Background: an optimization exercise with open tools, aiming at small area, a short achievable clock period and few clock cycles. Do not read the settings as production practice.
The RTL was checked by simulation tests, not by an equivalence proof against the original design.

==> inputs of job 5063 <==
## move_generator
module move_generator(
    input wire    clk_in,
    input wire    rst_in,
    input wire [427:0] board_in,
    input wire    captures_only_in,
    input wire    valid_in,
    output logic [14:0] move_out,
    output logic  valid_out,
    output logic  ready_out
);
clock: 11.0 ns
lec_check: 0
cap_margin: 30
core_margin: 2
core_utilization: 40
setup_slack_margin: 0.3
slew_margin: 30
standard.sh (not shown) runs the stock make flow with config.mk's settings and CLKGATE_MAP_FILE= SYNTH_SCRIPT=/design/flow/synth_recipe.tcl, a recipe that flattens the netlist after the stock synthesis.
==> flow/flow/run.sh <==
#!/bin/bash
# Standard ORFS layout (the standard.sh, standard synthesis unchanged) with a larger
# setup-slack margin for repair_timing, so that timing repair keeps shortening the critical
# paths below the 11 ns clock period. The SDC, clock period and all other settings are the standard flow's.
set -euo pipefail
MARGIN=6.5
sed -E "s/SETUP_SLACK_MARGIN=[-0-9.]+/SETUP_SLACK_MARGIN=${MARGIN}/" standard.sh > standard_margin.sh
grep -q "SETUP_SLACK_MARGIN=${MARGIN}" standard_margin.sh
bash standard_margin.sh > flow_make.log 2>&1
==> inputs of job 4084, as changes to job 5063 <==
==> flow/design.v (replaced) <==
typedef enum logic[2:0] {
    SPECIAL_NONE = 3'b000,
    SPECIAL_EN_PASSANT = 3'b001,
    SPECIAL_CASTLE = 3'b010,
    SPECIAL_UNKNOWN = 3'b011,
    SPECIAL_PROMOTE_KNIGHT = 3'b100,
    SPECIAL_PROMOTE_BISHOP = 3'b101,
    SPECIAL_PROMOTE_ROOK = 3'b110,
    SPECIAL_PROMOTE_QUEEN = 3'b111
} move_special_t;
typedef enum logic[2:0] {
    KNIGHT = 3'b000,
    BISHOP = 3'b001,
    ROOK = 3'b010,
    QUEEN = 3'b011,
    PAWN = 3'b100,
    KING = 3'b101
} piece_t;
typedef struct packed  {
    logic[2:0] rnk;
    logic[2:0] fil;
} coord_t;
typedef struct packed {
    logic [4:0][63:0] pieces;
    logic [63:0] pieces_w;
    coord_t[1:0] kings;
    logic[1:0] checkmate;
    logic[3:0] en_passant;
    logic[1:0][1:0] castle;
    logic[14:0] ply;
    logic[6:0] ply50;
} board_t;
typedef struct packed {
    coord_t src;
    coord_t dst;
    move_special_t special;
} move_t;
typedef logic [15:0] eval_t;
`timescale 1ns / 1ps
`default_nettype none
module move_generator(
    input wire    clk_in,
    input wire    rst_in,
    input wire [427:0] board_in,
    input wire    captures_only_in,
    input wire    valid_in,
    output logic [14:0] move_out,
    output logic  valid_out,
    output logic  ready_out
);
    function automatic [63:0] lowbit(input [63:0] x);
        logic [63:0] p;
        p = x;
        for (integer k = 1; k < 64; k = k * 2)
            p = p | (p << k);
        lowbit = x & ~(p << 1);
    endfunction
    function automatic atmost1(input [63:0] x);
        logic [63:0] a, t;
        a = x;
        t = 64'b0;
        for (integer k = 1; k < 64; k = k * 2)
            for (integer i = 0; i + k < 64; i = i + 2 * k) begin
                t[i] = t[i] | t[i + k] | (a[i] & a[i + k]);
                a[i] = a[i] | a[i + k];
            end
        atmost1 = ~t[0];
    endfunction
    function automatic [5:0] enc64(input [63:0] oh);
        enc64 = 6'd0;
        for (integer i = 0; i < 64; i = i + 1)
            if (oh[i]) enc64 = enc64 | i[5:0];
    endfunction
    function automatic [7:0] lineatk(input [7:0] o, input [2:0] p);
        logic [7:0] ph, up, dn;
        ph = 8'b0; ph[p] = 1'b1;
        up[0] = 1'b0;
        for (integer k = 1; k < 8; k = k + 1)
            up[k] = ph[k-1] | (up[k-1] & ~o[k-1]);
        dn[7] = 1'b0;
        for (integer k = 6; k >= 0; k = k - 1)
            dn[k] = ph[k+1] | (dn[k+1] & ~o[k+1]);
        lineatk = up | dn;
    endfunction
    logic ready_q;
    logic first_q;
    logic [63:0] occ_r, rW, rN, rP, PA, PB;
    logic [5:0] rK0, rK1;
    logic [3:0] rCastle;
    logic [3:0] rEp;
    logic rBlack, rCap;
    logic phaseB;
    assign ready_out = ready_q;
    wire acc = valid_in & ready_q;
    wire [63:0] in_N = board_in[171:108];
    wire [63:0] in_B = board_in[235:172];
    wire [63:0] in_R = board_in[299:236];
    wire [63:0] in_Q = board_in[363:300];
    wire [63:0] in_P = board_in[427:364];
    logic [63:0] koh;
    always_comb begin
        koh = 64'b0;
        koh[rK0] = 1'b1;
        koh[rK1] = 1'b1;
    end
    wire [63:0] own = rW;
    wire [63:0] occ_full = occ_r | koh;
    wire [63:0] dm = rCap ? (occ_full & ~own) : ~(occ_full & own);
    logic [63:0] cur_dst, nxt_dst;
    wire cur_v = |cur_dst;
    wire nxt_v = |nxt_dst;
    logic s1_v, s2a_v;
    wire [63:0] mA = PA & own;
    wire [63:0] mB = PB & own;
    wire [63:0] m = phaseB ? mB : mA;
    wire [63:0] sel_low = lowbit(m);
    wire [5:0] sel_src = enc64(sel_low);
    wire sel_found = |m;
    wire sel_N = ~phaseB & |(sel_low & rN);
    wire sel_P = ~phaseB & |(sel_low & rP);
    wire sel_D = ~phaseB & ~sel_N & ~sel_P;
    wire sel_O = phaseB;
    wire mA_last = atmost1(mA);
    wire moreB = |mB;
    wire sel_en = ~ready_q & (~s1_v | ~s2a_v | ~nxt_v | ~cur_v);
    logic s1N, s1D, s1O, s1P;
    logic [5:0] s1_src;
    wire [2:0] r1 = s1_src[5:3];
    wire [2:0] f1 = s1_src[2:0];
    logic [7:0] R1, F1;
    logic [14:0] D1, A1;
    always_comb begin
        R1 = 8'b0; R1[r1] = 1'b1;
        F1 = 8'b0; F1[f1] = 1'b1;
        D1 = 15'b0; D1[4'd7 + {1'b0, f1} - {1'b0, r1}] = 1'b1;
        A1 = 15'b0; A1[{1'b0, r1} + {1'b0, f1}] = 1'b1;
    end
    logic [7:0] o_r, o_f, o_d, o_a;
    always_comb begin
        for (integer x = 0; x < 8; x = x + 1) begin
            o_r[x] = 1'b0;
            o_f[x] = 1'b0;
            o_d[x] = 1'b0;
            o_a[x] = 1'b0;
            for (integer y = 0; y < 8; y = y + 1) begin
                o_r[x] = o_r[x] | (occ_r[y*8 + x] & R1[y]);
                o_f[x] = o_f[x] | (occ_r[x*8 + y] & F1[y]);
                o_d[x] = o_d[x] | (occ_r[x*8 + y] & D1[y - x + 7]);
                o_a[x] = o_a[x] | (occ_r[x*8 + y] & A1[x + y]);
            end
        end
    end
    logic tK, tC, tN, tD, tO, tP;
    logic [5:0] s2_src;
    logic [7:0] q_r, q_f, q_d, q_a;
    wire [2:0] r = s2_src[5:3];
    wire [2:0] f = s2_src[2:0];
    logic [7:0] Rdec, Fdec;
    logic [14:0] Ddec, Adec;
    logic [63:0] oh;
    always_comb begin
        Rdec = 8'b0; Rdec[r] = 1'b1;
        Fdec = 8'b0; Fdec[f] = 1'b1;
        Ddec = 15'b0; Ddec[4'd7 + {1'b0, f} - {1'b0, r}] = 1'b1;
        Adec = 15'b0; Adec[{1'b0, r} + {1'b0, f}] = 1'b1;
        oh = 64'b0; oh[s2_src] = 1'b1;
    end
    wire enRF = s2a_v & (tO | tK);
    wire enDA = s2a_v & (tD | tK);
    wire [7:0] Rl = Rdec & {8{enRF}};
    wire [7:0] Fl = Fdec & {8{enRF}};
    wire [14:0] Dl = Ddec & {15{enDA}};
    wire [14:0] Al = Adec & {15{enDA}};
    wire [7:0] at_r = lineatk(q_r, f);
    wire [7:0] at_f = lineatk(q_f, r);
    wire [7:0] at_d = lineatk(q_d, r);
    wire [7:0] at_a = lineatk(q_a, r);
    logic [63:0] slide;
    logic [63:0] knight;
    always_comb begin
        for (integer i = 0; i < 8; i = i + 1)
            for (integer j = 0; j < 8; j = j + 1)
                slide[i*8 + j] = (Rl[i] & at_r[j]) | (Fl[j] & at_f[i]) |
                                 (Dl[j - i + 7] & at_d[i]) | (Al[i + j] & at_a[i]);
        for (integer t = 0; t < 64; t = t + 1) begin
            knight[t] = 1'b0;
            for (integer s = 0; s < 64; s = s + 1) begin
                if (((s/8 - t/8 == 1 || t/8 - s/8 == 1) && (s%8 - t%8 == 2 || t%8 - s%8 == 2)) ||
                    ((s/8 - t/8 == 2 || t/8 - s/8 == 2) && (s%8 - t%8 == 1 || t%8 - s%8 == 1)))
                    knight[t] = knight[t] | oh[s];
            end
        end
        knight = knight & {64{s2a_v & tN}};
    end
    wire [5:0] fidx = s2_src + (rBlack ? 6'd56 : 6'd8);
    wire [5:0] fidx2 = s2_src + (rBlack ? 6'd48 : 6'd16);
    logic [63:0] ohF, ohF2;
    always_comb begin
        ohF = 64'b0; ohF[fidx] = s2a_v & tP;
        ohF2 = 64'b0; ohF2[fidx2] = s2a_v & tP & ~rCap & (r == (rBlack ? 3'd6 : 3'd1));
    end
    wire [63:0] p_push = ohF & ~occ_r & {64{~rCap}};
    wire push_ok = |p_push;
    wire [63:0] p_dbl = ohF2 & ~occ_r & {64{push_ok}};
    logic [63:0] epsq;
    always_comb begin
        epsq = 64'b0;
        epsq[{rBlack ? 3'd2 : 3'd5, rEp[2:0]}] = rEp[3];
    end
    wire [63:0] capt = (occ_r & ~own) | epsq;
    wire [63:0] p_lc = (ohF >> 1) & 64'h7F7F7F7F7F7F7F7F & capt;
    wire [63:0] p_rc = (ohF << 1) & 64'hFEFEFEFEFEFEFEFE & capt;
    wire [63:0] BACK = 64'hFF000000000000FF;
    wire p_fl = |(p_lc & BACK);
    wire p_fp = |(p_push & BACK);
    wire p_fr = |(p_rc & BACK);
    wire p_promo = s2a_v & tP & (r == (rBlack ? 3'd1 : 3'd6));
    wire p_repl2 = ~rCap & ~p_fp;
    wire [1:0] p_repr = p_fl ? 2'd1 : ((p_fp | rCap) ? 2'd2 : 2'd3);
    wire [1:0] rights = rBlack ? rCastle[3:2] : rCastle[1:0];
    wire [7:0] back = rBlack ? occ_r[63:56] : occ_r[7:0];
    wire c_g = s2a_v & tC & rights[0] & ~back[5] & ~back[6];
    wire c_c = s2a_v & tC & rights[1] & ~back[1] & ~back[2] & ~back[3];
    logic [63:0] cbits;
    always_comb begin
        cbits = 64'b0;
        for (integer i = 0; i < 8; i = i + 1) begin
            cbits[i*8 + 6] = Rdec[i] & c_g;
            cbits[i*8 + 2] = Rdec[i] & c_c;
        end
    end
    wire [63:0] s2_dst = ((slide | knight) & dm) | p_push | p_dbl | p_lc | p_rc | cbits;
    logic [5:0] cur_src, nxt_src;
    logic cur_cs, nxt_cs;        
    logic cur_pr, nxt_pr;        
    logic cur_fl, nxt_fl, cur_fp, nxt_fp, cur_fr, nxt_fr;
    logic cur_rl, nxt_rl;
    logic [1:0] cur_rr, nxt_rr;
    logic [3:0] pcnt;
    wire [63:0] cur_low = lowbit(cur_dst);
    wire cur_one = atmost1(cur_dst);
    wire [5:0] cur_idx = enc64(cur_low);
    wire [1:0] rep_m1 = cur_fl ? {1'b0, cur_rl} : (cur_fp ? 2'd0 : cur_rr - 2'd1);
    wire tdone = (pcnt[1:0] == 2'b11) && (pcnt[3:2] == rep_m1);
    wire hold = cur_pr & ~tdone;
    wire cur_free = ~cur_v | (cur_one & ~hold) | rst_in;
    wire nxt_take = nxt_v & ~rst_in;
    wire adv2 = cur_free | ~nxt_v;
    wire load_nxt = rst_in | (nxt_v ? cur_free : ~cur_free);
    wire done = cur_free & ~nxt_v & ~s2a_v & ~s1_v & phaseB & ~moreB;
    logic [2:0] special;
    always_comb begin
        if (cur_cs) special = SPECIAL_CASTLE;
        else if (cur_pr) special = {1'b1, pcnt[1:0]};
        else special = SPECIAL_NONE;
    end
    wire [63:0] s2_g = s2_dst & {64{~rst_in}};
    always_ff @(posedge clk_in) begin
        move_out <= {cur_src, cur_idx, special};
        valid_out <= cur_v & ~rst_in;
        if (rst_in) begin
            ready_q <= 1'b1;
            first_q <= 1'b0;
        end else begin
            first_q <= acc;
            if (acc) ready_q <= 1'b0;
            else if (~ready_q & done) ready_q <= 1'b1;
        end
        if (ready_q) begin
            occ_r <= in_N | in_B | in_R | in_Q | in_P;
            rW <= board_in[107:44] ^ {64{board_in[7]}};
            rN <= in_N;
            rP <= in_P;
            PA <= in_N | in_B | in_Q | in_P;
            PB <= in_R | in_Q;
            rK0 <= board_in[37:32];
            rK1 <= board_in[43:38];
            rEp <= board_in[29:26];
            rCastle <= board_in[25:22];
            rBlack <= board_in[7];
            rCap <= captures_only_in;
            phaseB <= 1'b0;
        end else begin
            occ_r <= occ_r | koh;
            if (sel_en) begin
                if (phaseB) PB <= PB & ~sel_low;
                else PA <= PA & ~sel_low;
                if (~phaseB & mA_last) phaseB <= 1'b1;
            end
        end
        if (rst_in | ready_q) begin
            s1_v <= 1'b0;
        end else if (sel_en) begin
            s1_v <= sel_found;
            s1_src <= sel_src;
            {s1N, s1D, s1O, s1P} <= {sel_N, sel_D, sel_O, sel_P};
        end else if (adv2 & ~first_q) begin
            s1_v <= 1'b0;
        end
        if (rst_in) begin
            s2a_v <= 1'b0;
        end else if (acc) begin
            s2a_v <= 1'b1;
            {tK, tC, tN, tD, tO, tP} <= 6'b100000;
            s2_src <= board_in[7] ? board_in[43:38] : board_in[37:32];
            {q_r, q_f, q_d, q_a} <= 32'hFFFFFFFF;
        end else if (first_q) begin
            {tK, tC, tN, tD, tO, tP} <= 6'b010000;
        end else if (adv2 | ~s2a_v) begin
            s2a_v <= s1_v;
            {tK, tC, tN, tD, tO, tP} <= {2'b00, s1N, s1D, s1O, s1P};
            s2_src <= s1_src;
            {q_r, q_f, q_d, q_a} <= {o_r, o_f, o_d, o_a};
        end
        if (cur_free) begin
            if (nxt_take) begin
                cur_dst <= nxt_dst; cur_src <= nxt_src; cur_cs <= nxt_cs; cur_pr <= nxt_pr;
                cur_fl <= nxt_fl; cur_fp <= nxt_fp; cur_fr <= nxt_fr; cur_rl <= nxt_rl; cur_rr <= nxt_rr;
            end else begin
                cur_dst <= s2_g; cur_src <= s2_src; cur_cs <= tC; cur_pr <= p_promo;
                cur_fl <= p_fl; cur_fp <= p_fp; cur_fr <= p_fr; cur_rl <= p_repl2; cur_rr <= p_repr;
            end
            pcnt <= 4'd0;
        end else if (hold) begin
            pcnt <= pcnt + 4'd1;
        end else begin
            cur_dst <= cur_dst & ~cur_low;
            pcnt <= 4'd0;
            if (cur_fl) cur_fl <= 1'b0;
            else if (cur_fp) cur_fp <= 1'b0;
            else cur_fr <= 1'b0;
        end
        if (load_nxt) begin
            nxt_dst <= s2_g; nxt_src <= s2_src; nxt_cs <= tC; nxt_pr <= p_promo;
            nxt_fl <= p_fl; nxt_fp <= p_fp; nxt_fr <= p_fr; nxt_rl <= p_repl2; nxt_rr <= p_repr;
        end
    end
endmodule
`default_nettype wire
==> qor.yml <==
yosys-top-cells-area: "edfxtp_1, nand2_1, nor2_1"
yosys.area_share.simple_pct: 25.8
outcome: "timing/DRC/antenna clean"
wl_met3_microns: 30100
muxShareOfSynthArea_pct: 1.34
final_cell_area_sq_um: 50800
[end of results for job 5063]
==> qor.yml <==
yosys-top-cells-area: "edfxtp_1, nand2_1, nor2_1"
wl_met3_microns: 38000
initialDrtViolationCount: 9583
outcome: "timing/DRC/antenna clean"
yosys.area_share.simple_pct: 22.5
internal_power_mw: 5.20
final_cell_area_sq_um: 55400
muxShareOfSynthArea_pct: 4.20
n_all_inverters: 133
clock_area_share_pct: 4.48
[end of results for job 4084]
Testbench counts of job 5063, summed over its fixed seeds: cycles 103,931.
Testbench counts of job 4084, summed over its fixed seeds: cycles 104,166.

==> separate check: timing with driven ports <==
The flow's constraints put no driver on any port. The routed layouts listed below were extracted and timed again, unchanged, in two steps. Step 1: set_driving_cell puts a clkbuf_16 on clk_in and a buf_2 on each other input, an assumption about the parent block. Step 2 moves the port delays by t, midway between the first and last clock arrival at a register: inputs arrive t later, outputs are due t later. That takes back most of the time a late clock gives input paths. Slacks: ideal ports / drivers / drivers and shift; pairs: ideal ports / drivers.
| run | t (ns) | setup WS [ns] | clock arrival spread, ns | worst slew at a driven data input, ns |
|---|---|---|---|---|
| job 5063 | 0.772 | 6.264 / 6.264 / 6.100 | 0.019 / 0.020 | 0.08 |
| job 4084 | 0.756 | 6.262 / 6.262 / 6.239 | 0.048 / 0.048 | 0.07 |
After both steps every run listed still meets setup and hold. For job 5063, which loses most, drivers alone change the setup slack by 0.000 ns; drivers and shift together by -0.164 ns.
